Background: an optimization exercise with open tools, aiming at small area and a short achievable clock period. Do not read the settings as production practice.
At most, simulation tests tie the RTL to the original design; equivalence was not proved.

==> tundra: inputs <==
==> flow/design.v (excerpt) <==
module DCT(clk,rst_n,ena,done,
  data_in0,data_in1,data_in2,data_in3,data_in4,data_in5,data_in6,data_in7,
  data_out0,data_out1,data_out2,data_out3,data_out4,data_out5,data_out6,data_out7);
clock: 4.5 ns
lec_check: 0
cap_margin: 20
core_margin: 2
core_utilization: 40
cts_cluster_diameter: 70
cts_cluster_size: 30
setup_slack_margin: 1.75
slew_margin: 20
synth_hierarchical: 1
synth_minimum_keep_size: 0
standard.sh (not shown) runs the stock make flow with config.mk's settings and CLKGATE_MAP_FILE= SYNTH_SCRIPT=/design/flow/synth_recipe.tcl, a recipe that flattens the netlist after the stock synthesis.
==> flow/flow/run.sh <==
#!/bin/bash
# The standard layout, with plain buf_1 cells as the input/output port buffers
# (the standard flow picks a larger delay-buffer cell for them).
set -euo pipefail
export BUFFER_PORTS_ARGS="-buffer_cell sky130_fd_sc_hd__buf_1"
bash standard.sh > standard.log 2>&1
==> yarrow (differences from tundra) <==
--- a/flow/design.v
+++ b/flow/design.v
@@ -3527,27 +3527,27 @@
   rd <= {d_g717, d_q728, d_q727, d_q726, d_q725, d_q724, d_q723, d_q722, d_q721, d_q720, d_q719, s661};
   ru <= {u_g838, u_q849, u_q848, u_q847, u_q846, u_q845, u_q844, u_q843, u_q842, u_q841, u_q840, s779};
   rv <= {v_g959, v_q970, v_q969, v_q968, v_q967, v_q966, v_q965, v_q964, v_q963, v_q962, v_q961, s900};
   ry0 <= {y0_g2125, y0_q2151, y0_q2150, y0_q2149, y0_q2148, y0_q2147, y0_q2146, y0_q2145, y0_q2144, y0_q2143, y0_q2142, y0_q2141, y0_q2140, y0_q2139, s2072, rs[0]};
   ry1 <= {y1_g1722, y1_q1748, y1_q1747, y1_q1746, y1_q1745, y1_q1744, y1_q1743, y1_q1742, y1_q1741, y1_q1740, y1_q1739, y1_q1738, y1_q1737, y1_q1736, s1663, rya1[0]};
   ry2 <= {y2_g2353, y2_q2366, y2_q2365, y2_q2364, y2_q2363, y2_q2362, y2_q2361, y2_q2360, y2_q2359, y2_q2358, y2_q2357, y2_q2356, y2_q2355, s2291, ru[0]};
-  ry3 <= {y3_g1837, ~y3_q1852, ~y3_q1851, ~y3_q1850, ~y3_q1849, ~y3_q1848, ~y3_q1847, ~y3_q1846, ~y3_q1845, ~y3_q1844, ~y3_q1843, ~y3_q1842, ~y3_q1841, ~y3_q1840, ~y3_q1839, s1750};
-  ry4 <= {y4_g2236, ~y4_q2262, ~y4_q2261, ~y4_q2260, ~y4_q2259, ~y4_q2258, ~y4_q2257, ~y4_q2256, ~y4_q2255, ~y4_q2254, ~y4_q2253, ~y4_q2252, ~y4_q2251, ~y4_q2250, s2177, rd[0]};
+  ry3 <= {y3_g1837, y3_q1852, y3_q1851, y3_q1850, y3_q1849, y3_q1848, y3_q1847, y3_q1846, y3_q1845, y3_q1844, y3_q1843, y3_q1842, y3_q1841, y3_q1840, y3_q1839, s1750};
+  ry4 <= {y4_g2236, y4_q2262, y4_q2261, y4_q2260, y4_q2259, y4_q2258, y4_q2257, y4_q2256, y4_q2255, y4_q2254, y4_q2253, y4_q2252, y4_q2251, y4_q2250, s2177, rd[0]};
   ry5 <= {y5_g1935, y5_q1950, y5_q1949, y5_q1948, y5_q1947, y5_q1946, y5_q1945, y5_q1944, y5_q1943, y5_q1942, y5_q1941, y5_q1940, y5_q1939, y5_q1938, y5_q1937, s1855};
   ry6 <= {y6_g2454, y6_q2480, y6_q2479, y6_q2478, y6_q2477, y6_q2476, y6_q2475, y6_q2474, y6_q2473, y6_q2472, y6_q2471, y6_q2470, s2408, s2372, rv[0]};
   ry7 <= {y7_g2019, y7_q2045, y7_q2044, y7_q2043, y7_q2042, y7_q2041, y7_q2040, y7_q2039, y7_q2038, y7_q2037, y7_q2036, y7_q2035, y7_q2034, y7_q2033, s1952, rya7[0]};
 end
 wire [15:0] yo0 = {~ry0[15], ry0[14], ry0[13], ry0[12], ry0[11], ry0[10], ry0[9], ry0[8], ry0[7], ry0[6], ry0[5], ry0[4], ry0[3], ry0[2], ry0[1], ry0[0]};
 assign data_out0 = {{3{yo0[15]}}, yo0};
 wire [15:0] yo1 = {~ry1[15], ry1[14], ry1[13], ry1[12], ry1[11], ry1[10], ry1[9], ry1[8], ry1[7], ry1[6], ry1[5], ry1[4], ry1[3], ry1[2], ry1[1], ~ry1[0]};
 assign data_out1 = {{3{yo1[15]}}, yo1};
 wire [15:0] yo2 = {~ry2[14], ry2[13], ry2[12], ry2[11], ry2[10], ry2[9], ry2[8], ry2[7], ry2[6], ry2[5], ry2[4], ry2[3], ry2[2], ry2[1], ry2[0], 1'b0};
 assign data_out2 = {{3{yo2[15]}}, yo2};
-wire [15:0] yo3 = {ry3[15], ry3[14], ry3[13], ry3[12], ry3[11], ry3[10], ry3[9], ry3[8], ry3[7], ry3[6], ry3[5], ry3[4], ry3[3], ry3[2], ry3[1], ry3[0]};
+wire [15:0] yo3 = {ry3[15], ~ry3[14], ~ry3[13], ~ry3[12], ~ry3[11], ~ry3[10], ~ry3[9], ~ry3[8], ~ry3[7], ~ry3[6], ~ry3[5], ~ry3[4], ~ry3[3], ~ry3[2], ~ry3[1], ry3[0]};
 assign data_out3 = {{3{yo3[15]}}, yo3};
-wire [15:0] yo4 = {ry4[15], ry4[14], ry4[13], ry4[12], ry4[11], ry4[10], ry4[9], ry4[8], ry4[7], ry4[6], ry4[5], ry4[4], ry4[3], ry4[2], ry4[1], ry4[0]};
+wire [15:0] yo4 = {ry4[15], ~ry4[14], ~ry4[13], ~ry4[12], ~ry4[11], ~ry4[10], ~ry4[9], ~ry4[8], ~ry4[7], ~ry4[6], ~ry4[5], ~ry4[4], ~ry4[3], ~ry4[2], ry4[1], ry4[0]};
 assign data_out4 = {{3{yo4[15]}}, yo4};
 wire [15:0] yo5 = {~ry5[15], ry5[14], ry5[13], ry5[12], ry5[11], ry5[10], ry5[9], ry5[8], ry5[7], ry5[6], ry5[5], ry5[4], ry5[3], ry5[2], ry5[1], ry5[0]};
 assign data_out5 = {{3{yo5[15]}}, yo5};
 wire [15:0] yo6 = {~ry6[14], ry6[13], ry6[12], ry6[11], ry6[10], ry6[9], ry6[8], ry6[7], ry6[6], ry6[5], ry6[4], ry6[3], ry6[2], ~ry6[1], ry6[0], 1'b0};
 assign data_out6 = {{3{yo6[15]}}, yo6};
 wire [15:0] yo7 = {~ry7[15], ry7[14], ry7[13], ry7[12], ry7[11], ry7[10], ry7[9], ry7[8], ry7[7], ry7[6], ry7[5], ry7[4], ry7[3], ry7[2], ry7[1], ~ry7[0]};
PLACE_DENSITY = 0.7   (was default)
==> lagoon (differences from tundra) <==
--- a/flow/design.v
+++ b/flow/design.v
@@ -3527,27 +3527,27 @@
   rd <= {d_g717, d_q728, d_q727, d_q726, d_q725, d_q724, d_q723, d_q722, d_q721, d_q720, d_q719, s661};
   ru <= {u_g838, u_q849, u_q848, u_q847, u_q846, u_q845, u_q844, u_q843, u_q842, u_q841, u_q840, s779};
   rv <= {v_g959, v_q970, v_q969, v_q968, v_q967, v_q966, v_q965, v_q964, v_q963, v_q962, v_q961, s900};
   ry0 <= {y0_g2125, y0_q2151, y0_q2150, y0_q2149, y0_q2148, y0_q2147, y0_q2146, y0_q2145, y0_q2144, y0_q2143, y0_q2142, y0_q2141, y0_q2140, y0_q2139, s2072, rs[0]};
   ry1 <= {y1_g1722, y1_q1748, y1_q1747, y1_q1746, y1_q1745, y1_q1744, y1_q1743, y1_q1742, y1_q1741, y1_q1740, y1_q1739, y1_q1738, y1_q1737, y1_q1736, s1663, rya1[0]};
   ry2 <= {y2_g2353, y2_q2366, y2_q2365, y2_q2364, y2_q2363, y2_q2362, y2_q2361, y2_q2360, y2_q2359, y2_q2358, y2_q2357, y2_q2356, y2_q2355, s2291, ru[0]};
-  ry3 <= {y3_g1837, ~y3_q1852, ~y3_q1851, ~y3_q1850, ~y3_q1849, ~y3_q1848, ~y3_q1847, ~y3_q1846, ~y3_q1845, ~y3_q1844, ~y3_q1843, ~y3_q1842, ~y3_q1841, ~y3_q1840, ~y3_q1839, s1750};
-  ry4 <= {y4_g2236, ~y4_q2262, ~y4_q2261, ~y4_q2260, ~y4_q2259, ~y4_q2258, ~y4_q2257, ~y4_q2256, ~y4_q2255, ~y4_q2254, ~y4_q2253, ~y4_q2252, ~y4_q2251, ~y4_q2250, s2177, rd[0]};
+  ry3 <= {y3_g1837, y3_q1852, y3_q1851, y3_q1850, y3_q1849, y3_q1848, y3_q1847, y3_q1846, y3_q1845, y3_q1844, y3_q1843, y3_q1842, y3_q1841, y3_q1840, y3_q1839, s1750};
+  ry4 <= {y4_g2236, y4_q2262, y4_q2261, y4_q2260, y4_q2259, y4_q2258, y4_q2257, y4_q2256, y4_q2255, y4_q2254, y4_q2253, y4_q2252, y4_q2251, y4_q2250, s2177, rd[0]};
   ry5 <= {y5_g1935, y5_q1950, y5_q1949, y5_q1948, y5_q1947, y5_q1946, y5_q1945, y5_q1944, y5_q1943, y5_q1942, y5_q1941, y5_q1940, y5_q1939, y5_q1938, y5_q1937, s1855};
   ry6 <= {y6_g2454, y6_q2480, y6_q2479, y6_q2478, y6_q2477, y6_q2476, y6_q2475, y6_q2474, y6_q2473, y6_q2472, y6_q2471, y6_q2470, s2408, s2372, rv[0]};
   ry7 <= {y7_g2019, y7_q2045, y7_q2044, y7_q2043, y7_q2042, y7_q2041, y7_q2040, y7_q2039, y7_q2038, y7_q2037, y7_q2036, y7_q2035, y7_q2034, y7_q2033, s1952, rya7[0]};
 end
 wire [15:0] yo0 = {~ry0[15], ry0[14], ry0[13], ry0[12], ry0[11], ry0[10], ry0[9], ry0[8], ry0[7], ry0[6], ry0[5], ry0[4], ry0[3], ry0[2], ry0[1], ry0[0]};
 assign data_out0 = {{3{yo0[15]}}, yo0};
 wire [15:0] yo1 = {~ry1[15], ry1[14], ry1[13], ry1[12], ry1[11], ry1[10], ry1[9], ry1[8], ry1[7], ry1[6], ry1[5], ry1[4], ry1[3], ry1[2], ry1[1], ~ry1[0]};
 assign data_out1 = {{3{yo1[15]}}, yo1};
 wire [15:0] yo2 = {~ry2[14], ry2[13], ry2[12], ry2[11], ry2[10], ry2[9], ry2[8], ry2[7], ry2[6], ry2[5], ry2[4], ry2[3], ry2[2], ry2[1], ry2[0], 1'b0};
 assign data_out2 = {{3{yo2[15]}}, yo2};
-wire [15:0] yo3 = {ry3[15], ry3[14], ry3[13], ry3[12], ry3[11], ry3[10], ry3[9], ry3[8], ry3[7], ry3[6], ry3[5], ry3[4], ry3[3], ry3[2], ry3[1], ry3[0]};
+wire [15:0] yo3 = {ry3[15], ~ry3[14], ~ry3[13], ~ry3[12], ~ry3[11], ~ry3[10], ~ry3[9], ~ry3[8], ~ry3[7], ~ry3[6], ~ry3[5], ~ry3[4], ~ry3[3], ~ry3[2], ~ry3[1], ry3[0]};
 assign data_out3 = {{3{yo3[15]}}, yo3};
-wire [15:0] yo4 = {ry4[15], ry4[14], ry4[13], ry4[12], ry4[11], ry4[10], ry4[9], ry4[8], ry4[7], ry4[6], ry4[5], ry4[4], ry4[3], ry4[2], ry4[1], ry4[0]};
+wire [15:0] yo4 = {ry4[15], ~ry4[14], ~ry4[13], ~ry4[12], ~ry4[11], ~ry4[10], ~ry4[9], ~ry4[8], ~ry4[7], ~ry4[6], ~ry4[5], ~ry4[4], ~ry4[3], ~ry4[2], ry4[1], ry4[0]};
 assign data_out4 = {{3{yo4[15]}}, yo4};
 wire [15:0] yo5 = {~ry5[15], ry5[14], ry5[13], ry5[12], ry5[11], ry5[10], ry5[9], ry5[8], ry5[7], ry5[6], ry5[5], ry5[4], ry5[3], ry5[2], ry5[1], ry5[0]};
 assign data_out5 = {{3{yo5[15]}}, yo5};
 wire [15:0] yo6 = {~ry6[14], ry6[13], ry6[12], ry6[11], ry6[10], ry6[9], ry6[8], ry6[7], ry6[6], ry6[5], ry6[4], ry6[3], ry6[2], ~ry6[1], ry6[0], 1'b0};
 assign data_out6 = {{3{yo6[15]}}, yo6};
 wire [15:0] yo7 = {~ry7[15], ry7[14], ry7[13], ry7[12], ry7[11], ry7[10], ry7[9], ry7[8], ry7[7], ry7[6], ry7[5], ry7[4], ry7[3], ry7[2], ry7[1], ~ry7[0]};
SETUP_SLACK_MARGIN = 2.0   (was 1.75)
TNS_END_PERCENT = 30   (was default)
==> summary of the runs <==
Of tundra and yarrow, yarrow has the higher maximum frequency (gap about 0.8%, measured against yarrow). Clock skew: lagoon is lower than yarrow (7.5 ps). Routed wire length, lowest first: yarrow, tundra, lagoon. Register-to-register slack, highest first: lagoon, yarrow, tundra.
No functional check of the RTL was part of tundra.

==> separate check: timing with driven ports <==
In the flow no input, the clock included, has a driving cell. The finished layouts below were timed again as built, in two steps. Step 1 sets driving cells, clkbuf_16 on the clock port and buf_2 on the other inputs (assumed; they add their load-dependent delay and slew). Step 2 times the ports against the registers' clock, not the clock port: input delays grow and output delays shrink by t, the midpoint of the rising clock arrivals with the driver on. a / b / c = ideal ports / drivers / drivers and shift; a / b = the first two.
run	t (ns)	slack for setup (ns)	worst setup path after step 2	latest minus earliest clock arrival (ns)	pins driven straight from the clock port
tundra	0.605	1.636 / 1.636 / 1.599	input to register	0.034 / 0.035	1
yarrow	0.639	1.660 / 1.660 / 1.555	input to register	0.038 / 0.038	1
lagoon	0.616	1.703 / 1.703 / 1.550	input to register	0.034 / 0.034	1
After both steps every run listed still meets setup and hold. The setup slack of lagoon, which loses most, moves by 0.000 ns with the drivers and by -0.153 ns with both steps.
